Source: an optimization exercise on an open RTL-to-GDS flow (aim: small area and a short achievable clock period). Production flows keep margins and buffers that such runs may drop. At most, simulation tests tie the RTL to the original design; equivalence was not proved. No activity file was given, so power comes from the tool's default toggle rates.

== alpha ==
Design mult_top, start of the top module:
module mult_top(
    input clk,
    input  [15:0] x,
    input  [15:0] y,
    output [31:0] p_out
    );
    wire [2:0] on0, tw0, ng0;
    genvar g;
    generate for (g = 0; g < 3; g = g + 1) begin : benc
        wire b2 = x[11+2*g], b1 = x[10+2*g], b0 = x[9+2*g];
        assign on0[g] = b1 ^ b0;
        assign tw0[g] = (b2 ^ b1) & ~(b1 ^ b0);
        assign ng0[g] = b2 & ~(b1 & b0);           
    end endgenerate
    wire sx0 = x[9];
    wire [9:0] ax = x[9:0] ^ {10{sx0}};
    wire l3 = ax[8], l2 = ax[7], l1 = ax[6], l0 = |ax[5:0];
    wire h80 = l3, h70 = ~l3 & l2, h60 = ~l3 & ~l2 & l1, h00 = ~l3 & ~l2 & ~l1 & l0;
    wire [8:0] x20 = {ax[8] & ~h80, ax[7] & ~h70, ax[6] & ~h60, ax[5:1], ax[0] & ~h00};
    wire ps = x[9] ^ y[15];
    wire [15:0] ya = y ^ {16{y[15]}};
    wire zy = ~(ya[14] | ya[13] | ya[12]);
    wire [9:0] xs = zy ? 10'd0 : ({1'b0, x20} ^ {10{ps}});
    wire [12:0] oa0 = ya[14] ? {xs[9], xs, 2'b0} : ya[13] ? {{2{xs[9]}}, xs, 1'b0} : {{3{xs[9]}}, xs};
  ...
Size: roughly 640 cells after synthesis, roughly 81 flip-flops, ~65 I/O pins, about 0.0060 sq mm of cells after synthesis.
Settings: LEC_CHECK=0, CAP_MARGIN=20, CORE_MARGIN=2, CORE_UTILIZATION=60, SETUP_SLACK_MARGIN=1.0, SLEW_MARGIN=20; clock period 5.0 ns.
standard.sh (not shown) runs the stock make flow with config.mk's settings and CLKGATE_MAP_FILE= SYNTH_SCRIPT=/design/flow/synth_recipe.tcl, a recipe that flattens the netlist after the stock synthesis.
==> flow/flow/run.sh <==
#!/bin/bash
# The standard layout; the only change is the port buffer cell (buf_1 instead of the default).
set -euo pipefail
export BUFFER_PORTS_ARGS="-buffer_cell sky130_fd_sc_hd__buf_1"
bash standard.sh > standard.log 2>&1
Edits applied to the flow inputs when going from alpha to beta:
--- a/flow/design.v
+++ b/flow/design.v
@@ -198,22 +198,22 @@
     wire q114 = (q49&q76)|(q49&q77)|(q76&q77);
     wire q115 = q50^q79^q78;
     wire q116 = (q50&q79)|(q50&q78)|(q79&q78);
     wire q117 = b2_13^q81^q80;
     wire q118 = (b2_13&q81)|(b2_13&q80)|(q81&q80);
     wire q119 = b1_16^b2_14^q82;
     wire q120 = (b1_16&b2_14)|(b1_16&q82)|(b2_14&q82);
     wire q121 = 1'b1^b2_15;
     wire q122 = 1'b1&b2_15;
     wire [31:0] ra = {1'b1,b2_16,q121,q119,q117,q115,q113,q111,q109,q107,q105,q103,q101,q99,q97,q95,q93,q91,q89,q87,q85,q83,ob[9],ob[8],ob[7],ob[6],ob[5],ob[4],ob[3],ob[2],ob[1],ob[0]};
     wire [31:0] rb = {1'b0,q122,q120,q118,q116,q114,q112,q110,q108,q106,q104,q102,q100,q98,q96,q94,q92,q90,q88,q86,q84,b0_0,1'b0,1'b0,1'b0,1'b0,1'b0,1'b0,1'b0,1'b0,1'b0,1'b0};
-    wire [14:0] lo = ra[13:0] + rb[13:0];
-    wire [10:0] mid = ra[23:14] + rb[23:14];
-    reg [13:0] r2lo; reg [9:0] r2mid; reg r2c; reg [7:0] r2a, r2b; reg r2mc;
+    wire [16:0] lo = ra[15:0] + rb[15:0];
+    wire [8:0] mid = ra[23:16] + rb[23:16];
+    reg [15:0] r2lo; reg [7:0] r2mid; reg r2c; reg [7:0] r2a, r2b; reg r2mc;
     always @(posedge clk) begin
-        r2lo <= lo[13:0]; r2mid <= mid[9:0]; r2c <= lo[14]; r2a <= ra[31:24]; r2b <= rb[31:24]; r2mc <= mid[10];
+        r2lo <= lo[15:0]; r2mid <= mid[7:0]; r2c <= lo[16]; r2a <= ra[31:24]; r2b <= rb[31:24]; r2mc <= mid[8];
     end
     wire c24 = r2mc | (r2c & (&r2mid));
-    wire [10:0] m3 = {r2mid, 1'b1} + {{10{1'b0}}, r2c};
+    wire [8:0] m3 = {r2mid, 1'b1} + {{8{1'b0}}, r2c};
     wire [8:0] h3 = {r2a, 1'b1} + {r2b, c24};
-    assign p_out = {h3[8:1], m3[10:1], r2lo};
+    assign p_out = {h3[8:1], m3[8:1], r2lo};
 endmodule
## What came out
Comparing beta and alpha, the lower time the final worst path needs with I/O delays and setup was measured on alpha.
From alpha to beta the numbers moved as follows: routed wire length +1600 um; count of placed standard cells in the final layout, fillers left out rose by about 2%; via count +185; post-route clock period utilization now larger; sequential cell area share essentially unchanged.
The relative area change from synthesis to final layout in beta sits 2.4 points below the value recorded for alpha.
Summary of beta over alpha: multiplexer share of the synthesized area down 0.32 points, net load switching power shows an increase of 4.7%, sequential share of the synthesized area saw a decrease, worst setup slack after placement went down by 0.17 ns, hold slack went down 0.027 ns.
Of beta and alpha, it is beta that has the lower peak clock frequency supported by timing.
Placeable core area on beta is up relative to alpha.
No run of this note included a check of the RTL's function; only the layout flow was run.

---

Setup of lane 5:
Another version of the RTL of mult_top (not shown whole).
Size: roughly 88 flip-flops, roughly 65 I/O pins, about 0.0064 mm² of cells after synthesis.
==> flow/config.mk <==
export PLATFORM = sky130hd
export DESIGN_NAME = mult_top
export DESIGN_NICKNAME = mult_top
export VERILOG_FILES = /design/flow/design.v
export SDC_FILE = /design/flow/constraint.sdc
export NUM_CORES = 4
export LEC_CHECK = 0
export CAP_MARGIN = 20
export CORE_MARGIN = 2
export CORE_UTILIZATION = 60
export SETUP_SLACK_MARGIN = 1.75
export SLEW_MARGIN = 20
==> flow/constraint.sdc <==
create_clock -name core_clock -period 5.0 [get_ports {clk}]
set_input_delay 1.0000 -clock core_clock [delete_from_list [all_inputs] [get_ports {clk}]]
set_output_delay 1.0000 -clock core_clock [all_outputs]
set_load 0.01 [all_outputs]
Scripts as last shown in full above: flow/flow/run.sh
Lane 5: full flow OK, the timing, DRC and antenna checks passed
Inputs modified between lane 5 and lane 4:
-- flow/design.v --
<<< lane 5, line 208
    wire [31:0] ra = {1'b1,b2_16,q121,q119,q117,q115,q113,q111,q109,q107,q105,q103,q101,q99,q97,q95,q93,q91,q89,q87,q85,q83,ob[9],ob[8],ob[7],ob[6],ob[5],ob[4],ob[3],ob[2],ob[1],ob[0]};
    wire [31:0] rb = {1'b0,q122,q120,q118,q116,q114,q112,q110,q108,q106,q104,q102,q100,q98,q96,q94,q92,q90,q88,q86,q84,b0_0,1'b0,1'b0,1'b0,1'b0,1'b0,1'b0,1'b0,1'b0,1'b0,1'b0};
    wire [16:0] lo = ra[15:0] + rb[15:0];
    wire [15:0] gg = ra[31:16] & rb[31:16];    
    wire [15:0] pp = ra[31:16] ^ rb[31:16];    
    reg [15:0] r2lo; reg r2c; reg [15:0] r2g, r2p;
    always @(posedge clk) begin
        r2lo <= lo[15:0]; r2c <= lo[16]; r2g <= gg; r2p <= pp;
    end
    wire [15:0] cy;
    ks16 pfx(.g({r2g[14:0], r2c}), .p({r2p[14:0], 1'b0}), .c(cy));
    assign p_out = {r2p ^ cy, r2lo};
endmodule
module ks16(input [15:0] g, input [15:0] p, output [15:0] c);
    wire [15:0] gl [0:4];
    wire [15:0] pl [0:4];
    assign gl[0] = g;
    assign pl[0] = p;
    genvar l, i;
    generate for (l = 0; l < 4; l = l + 1) begin : lv
        for (i = 0; i < 16; i = i + 1) begin : bt
            if (i >= (1 << l)) begin : op
                assign gl[l+1][i] = gl[l][i] | (pl[l][i] & gl[l][i - (1 << l)]);
>>> lane 4, line 208
    wire [31:0] ra = {1'b1,b2_16,q121,q119,q117,q115,q113,q111,q109,q107,q105,q103,q101,q99,q97,q95,q93,q91,q89,q87,q85,q83,ob[9],ob[8],ob[7],ob[6],ob[5],ob[4],ob[3],ob[2],ob[1],ob[0]};
    wire [31:0] rb = {1'b0,q122,q120,q118,q116,q114,q112,q110,q108,q106,q104,q102,q100,q98,q96,q94,q92,q90,q88,q86,q84,b0_0,1'b0,1'b0,1'b0,1'b0,1'b0,1'b0,1'b0,1'b0,1'b0,1'b0};
    wire [14:0] lo = ra[13:0] + rb[13:0];
    wire [17:0] gg = ra[31:14] & rb[31:14];    
    wire [17:0] pp = ra[31:14] ^ rb[31:14];    
    reg [13:0] r2lo; reg r2c; reg [17:0] r2g, r2p;
    always @(posedge clk) begin
        r2lo <= lo[13:0]; r2c <= lo[14]; r2g <= gg; r2p <= pp;
    end
    wire [17:0] cy;
    ks18 pfx(.g({r2g[16:0], r2c}), .p({r2p[16:0], 1'b0}), .c(cy));
    assign p_out = {r2p ^ cy, r2lo};
endmodule
module ks18(input [17:0] g, input [17:0] p, output [17:0] c);
    wire [17:0] gl [0:5];
    wire [17:0] pl [0:5];
    assign gl[0] = g;
    assign pl[0] = p;
    genvar l, i;
    generate for (l = 0; l < 5; l = l + 1) begin : lv
        for (i = 0; i < 18; i = i + 1) begin : bt
            if (i >= (1 << l)) begin : op
                assign gl[l+1][i] = gl[l][i] | (pl[l][i] & gl[l][i - (1 << l)]);
<<< lane 5, line 236
        end
    end endgenerate
    assign c = gl[4];
endmodule
>>> lane 4, line 236
        end
    end endgenerate
    assign c = gl[5];
endmodule
### Flow results
Lane 4 completed every stage of the flow, and the final layout passed the timing, DRC and antenna checks.
Total placed cells including tap cells came out higher on lane 4 than on lane 5.
Compared with lane 5, in lane 4 average wire length per cell after detail routing went up about 0.8%; critical path arrival -60 ps.
[lane 4] largest vdd supply drop rose about 6% relative to lane 5
Comparing share of the cycle needed by the critical path after routing for lane 4 and lane 5, the bigger number came from lane 5.
Where maximum clock rate is concerned, lane 5 is outperformed by lane 4.
No functional check of the RTL was part of any run of this note.

---

## before
mult_top, a different RTL version from the one above (not shown whole).
Size in the first run: about 670 cells after synthesis, roughly 88 flip-flops, roughly 0.0063 mm² of cells after synthesis.
clock: 5.0 ns
lec_check: 0
cap_margin: 20
core_margin: 2
core_utilization: 60
setup_slack_margin: 1.9
slew_margin: 20
Scripts as last shown in full above: flow/flow/run.sh
For after, these inputs were changed with respect to before:
--- a/flow/design.v
+++ b/flow/design.v
@@ -198,19 +198,19 @@
     wire q114 = (q49&q76)|(q49&q77)|(q76&q77);
     wire q115 = q50^q79^q78;
     wire q116 = (q50&q79)|(q50&q78)|(q79&q78);
     wire q117 = b2_13^q81^q80;
     wire q118 = (b2_13&q81)|(b2_13&q80)|(q81&q80);
     wire q119 = b1_16^b2_14^q82;
     wire q120 = (b1_16&b2_14)|(b1_16&q82)|(b2_14&q82);
     wire q121 = 1'b1^b2_15;
     wire q122 = 1'b1&b2_15;
     wire [31:0] ra = {1'b1,b2_16,q121,q119,q117,q115,q113,q111,q109,q107,q105,q103,q101,q99,q97,q95,q93,q91,q89,q87,q85,q83,ob[9],ob[8],ob[7],ob[6],ob[5],ob[4],ob[3],ob[2],ob[1],ob[0]};
     wire [31:0] rb = {1'b0,q122,q120,q118,q116,q114,q112,q110,q108,q106,q104,q102,q100,q98,q96,q94,q92,q90,q88,q86,q84,b0_0,1'b0,1'b0,1'b0,1'b0,1'b0,1'b0,1'b0,1'b0,1'b0,1'b0};
-    wire [16:0] lo = ra[15:0] + rb[15:0];
-    reg [15:0] r2lo; reg r2c; reg [15:0] r2a, r2b;
+    wire [14:0] lo = ra[13:0] + rb[13:0];
+    reg [13:0] r2lo; reg r2c; reg [17:0] r2a, r2b;
     always @(posedge clk) begin
-        r2lo <= lo[15:0]; r2c <= lo[16]; r2a <= ra[31:16]; r2b <= rb[31:16];
+        r2lo <= lo[13:0]; r2c <= lo[14]; r2a <= ra[31:14]; r2b <= rb[31:14];
     end
-    wire [16:0] h3 = {r2a, 1'b1} + {r2b, r2c};
-    assign p_out = {h3[16:1], r2lo};
+    wire [18:0] h3 = {r2a, 1'b1} + {r2b, r2c};
+    assign p_out = {h3[18:1], r2lo};
 endmodule
Findings:
Going from before to after, length of routed met2 wiring now larger; met3 global-route usage now smaller; number of clock buffers in the layout now smaller; hold slack now larger; proportion of power drawn by the clock network comparable.
Delta (after minus before): sum of net half-perimeters after detailed placement went up; count of state elements after synthesis climbed 2.
Sequential share of layout area in after is 0.73 points below before.
Detailed-route wire length grows by a few percent when moving from before to after.
Only the layout flow was run in after; the RTL was not checked for function there.

---

Another version of the RTL of mult_top (not shown whole).
For scale: about 81 flip-flops, about 65 I/O pins.
export LEC_CHECK = 0
export CAP_MARGIN = 20
export CORE_MARGIN = 2
export CORE_UTILIZATION = 60
export SETUP_SLACK_MARGIN = 1.0
export SLEW_MARGIN = 20
create_clock -name core_clock -period 5.0 [get_ports {clk}]
Scripts as last shown in full above: flow/flow/run.sh
Edit:
--- a/flow/design.v
+++ b/flow/design.v
@@ -198,21 +198,20 @@
     wire q114 = (q49&q76)|(q49&q77)|(q76&q77);
     wire q115 = q50^q79^q78;
     wire q116 = (q50&q79)|(q50&q78)|(q79&q78);
     wire q117 = b2_13^q81^q80;
     wire q118 = (b2_13&q81)|(b2_13&q80)|(q81&q80);
     wire q119 = b1_16^b2_14^q82;
     wire q120 = (b1_16&b2_14)|(b1_16&q82)|(b2_14&q82);
     wire q121 = 1'b1^b2_15;
     wire q122 = 1'b1&b2_15;
     wire [31:0] ra = {1'b1,b2_16,q121,q119,q117,q115,q113,q111,q109,q107,q105,q103,q101,q99,q97,q95,q93,q91,q89,q87,q85,q83,ob[9],ob[8],ob[7],ob[6],ob[5],ob[4],ob[3],ob[2],ob[1],ob[0]};
     wire [31:0] rb = {1'b0,q122,q120,q118,q116,q114,q112,q110,q108,q106,q104,q102,q100,q98,q96,q94,q92,q90,q88,q86,q84,b0_0,1'b0,1'b0,1'b0,1'b0,1'b0,1'b0,1'b0,1'b0,1'b0,1'b0};
-    wire [16:0] lo = ra[15:0] + rb[15:0];
-    wire [8:0] mid = ra[23:16] + rb[23:16];
-    reg [15:0] r2lo; reg [7:0] r2mid; reg r2c; reg [7:0] r2a, r2b; reg r2mc;
+    wire [20:0] lo = ra[19:0] + rb[19:0];
+    wire [12:0] mid = ra[31:20] + rb[31:20];
+    reg [19:0] r2lo; reg [11:0] r2mid; reg r2c;
     always @(posedge clk) begin
-        r2lo <= lo[15:0]; r2mid <= mid[7:0]; r2c <= lo[16]; r2a <= ra[31:24]; r2b <= rb[31:24]; r2mc <= mid[8];
+        r2lo <= lo[19:0]; r2mid <= mid[11:0]; r2c <= lo[20];
     end
-    wire [8:0] m3 = r2mid + {{7{1'b0}}, r2c};
-    wire [7:0] h3 = r2a + r2b + (m3[8] | r2mc);    
-    assign p_out = {h3, m3[7:0], r2lo};
+    wire [12:0] m3 = {r2mid, 1'b1} + {{12{1'b0}}, r2c};
+    assign p_out = {m3[12:1], r2lo};
 endmodule
The new run finished with timing, DRC and antenna clean.
Final cell count is higher by 4.8%.
Design area is higher by 3.2%.
Die area is higher by 2.9%.
Sequential cell count is lower by 7.
Clock power is lower by 3.7%.
Setup slack barely changes.
Only the layout flow was run in the second run of this note; the RTL was not checked for function there.

---

mult_top, a different RTL version from the one above (not shown whole).
Size in the first run: about 710 cells after synthesis, ~88 flip-flops, roughly 65 I/O pins, about 6500 µm² of cells after synthesis.
// mult_top
module mult_top(
    input clk,
    input  [15:0] x,
    input  [15:0] y,
    output [31:0] p_out
    );
export LEC_CHECK = 0
export CAP_MARGIN = 20
export CORE_MARGIN = 2
export CORE_UTILIZATION = 60
export SETUP_SLACK_MARGIN = 1.75
export SLEW_MARGIN = 20
create_clock -name core_clock -period 5.0 [get_ports {clk}]
Scripts as last shown in full above: flow/flow/run.sh
Change:
--- a/flow/design.v
+++ b/flow/design.v
@@ -203,36 +203,36 @@
     wire q119 = b1_16^b2_14^q82;
     wire q120 = (b1_16&b2_14)|(b1_16&q82)|(b2_14&q82);
     wire q121 = 1'b1^b2_15;
     wire q122 = 1'b1&b2_15;
     wire [31:0] ra = {1'b1,b2_16,q121,q119,q117,q115,q113,q111,q109,q107,q105,q103,q101,q99,q97,q95,q93,q91,q89,q87,q85,q83,ob[9],ob[8],ob[7],ob[6],ob[5],ob[4],ob[3],ob[2],ob[1],ob[0]};
     wire [31:0] rb = {1'b0,q122,q120,q118,q116,q114,q112,q110,q108,q106,q104,q102,q100,q98,q96,q94,q92,q90,q88,q86,q84,b0_0,1'b0,1'b0,1'b0,1'b0,1'b0,1'b0,1'b0,1'b0,1'b0,1'b0};
-    wire [16:0] lo = ra[15:0] + rb[15:0];
-    wire [15:0] gg = ra[31:16] & rb[31:16];    
-    wire [15:0] pp = ra[31:16] ^ rb[31:16];    
-    reg [15:0] r2lo; reg r2c; reg [15:0] r2g, r2p;
+    wire [14:0] lo = ra[13:0] + rb[13:0];
+    wire [17:0] gg = ra[31:14] & rb[31:14];    
+    wire [17:0] pp = ra[31:14] ^ rb[31:14];    
+    reg [13:0] r2lo; reg r2c; reg [17:0] r2g, r2p;
     always @(posedge clk) begin
-        r2lo <= lo[15:0]; r2c <= lo[16]; r2g <= gg; r2p <= pp;
+        r2lo <= lo[13:0]; r2c <= lo[14]; r2g <= gg; r2p <= pp;
     end
-    wire [15:0] cy;
-    ks16 pfx(.g({r2g[14:0], r2c}), .p({r2p[14:0], 1'b0}), .c(cy));
+    wire [17:0] cy;
+    ks18 pfx(.g({r2g[16:0], r2c}), .p({r2p[16:0], 1'b0}), .c(cy));
     assign p_out = {r2p ^ cy, r2lo};
 endmodule
-module ks16(input [15:0] g, input [15:0] p, output [15:0] c);
-    wire [15:0] gl [0:4];
-    wire [15:0] pl [0:4];
+module ks18(input [17:0] g, input [17:0] p, output [17:0] c);
+    wire [17:0] gl [0:5];
+    wire [17:0] pl [0:5];
     assign gl[0] = g;
     assign pl[0] = p;
     genvar l, i;
-    generate for (l = 0; l < 4; l = l + 1) begin : lv
-        for (i = 0; i < 16; i = i + 1) begin : bt
-            if (i >= (1 << l)) begin : op
-                assign gl[l+1][i] = gl[l][i] | (pl[l][i] & gl[l][i - (1 << l)]);
-                assign pl[l+1][i] = pl[l][i] & pl[l][i - (1 << l)];
+    generate for (l = 0; l < 5; l = l + 1) begin : lv
+        for (i = 0; i < 18; i = i + 1) begin : bt
+            if ((i >> l) & 1) begin : op
+                assign gl[l+1][i] = gl[l][i] | (pl[l][i] & gl[l][((i >> l) << l) - 1]);
+                assign pl[l+1][i] = pl[l][i] & pl[l][((i >> l) << l) - 1];
             end else begin : pass
                 assign gl[l+1][i] = gl[l][i];
                 assign pl[l+1][i] = pl[l][i];
             end
         end
     end endgenerate
-    assign c = gl[4];
+    assign c = gl[5];
 endmodule
Combinational power hardly moves.
Via count fell by a little under a tenth.
Utilization increases by 1.5 points.
Power went up slightly.
Cell count drops by a little under a tenth.
Worst setup slack degrades by 310 ps.
Final area went down by a few percent.
Sequential share of layout area is higher by 0.93 points.
Clock power went up by a little under a tenth.
Wire length shrinks by a few percent.
Clock-buffer cell count does not change.
Clock skew stays flat.
Critical path depth came out higher by 1.
Area after synthesis is lower by a few percent.
Function was not checked in any run of this note: the RTL went through the layout flow alone.

==> afterwards: timing with drivers on the ports <==
The results above use ideal ports. As a check the final layouts listed here were re-extracted and re-timed, cells and wires unchanged. Step 1: set_driving_cell puts a clkbuf_16 on clk and a buf_2 on each other input, an assumption about the parent block. Step 2 times the ports against the registers' clock, not the clock port: input delays grow and output delays shrink by t, the midpoint of the rising clock arrivals with the driver on. Slacks: ideal ports / drivers / drivers and shift; pairs: ideal ports / drivers.
| run | t (ns) | setup WS [ns] | worst slew at a driven data input, ns | cell pins on the clock port's net |
|---|---|---|---|---|
| alpha | 0.399 | 1.146 / 1.146 / 1.146 | 0.03 | 1 |
| beta | 0.394 | 1.063 / 1.063 / 1.063 | 0.04 | 1 |
| lane 5 | 0.413 | 1.772 / 1.738 / 1.937 | 0.04 | 1 |
| lane 4 | 0.400 | 1.832 / 1.796 / 1.882 | 0.03 | 1 |
| before | 0.405 | 1.734 / 1.700 / 2.061 | 0.04 | 1 |
| after | 0.401 | 1.712 / 1.676 / 2.015 | 0.03 | 1 |
| the first run of note 4 | 0.398 | 1.162 / 1.128 / 1.208 | 0.03 | 1 |
| the second run of note 4 | 0.401 | 1.161 / 1.161 / 1.161 | 0.03 | 1 |
| the first run of note 5 | 0.409 | 1.877 / 1.877 / 1.877 | 0.03 | 1 |
| the second run of note 5 | 0.397 | 1.563 / 1.529 / 1.908 | 0.04 | 1 |
After both steps every run listed still meets setup and hold.
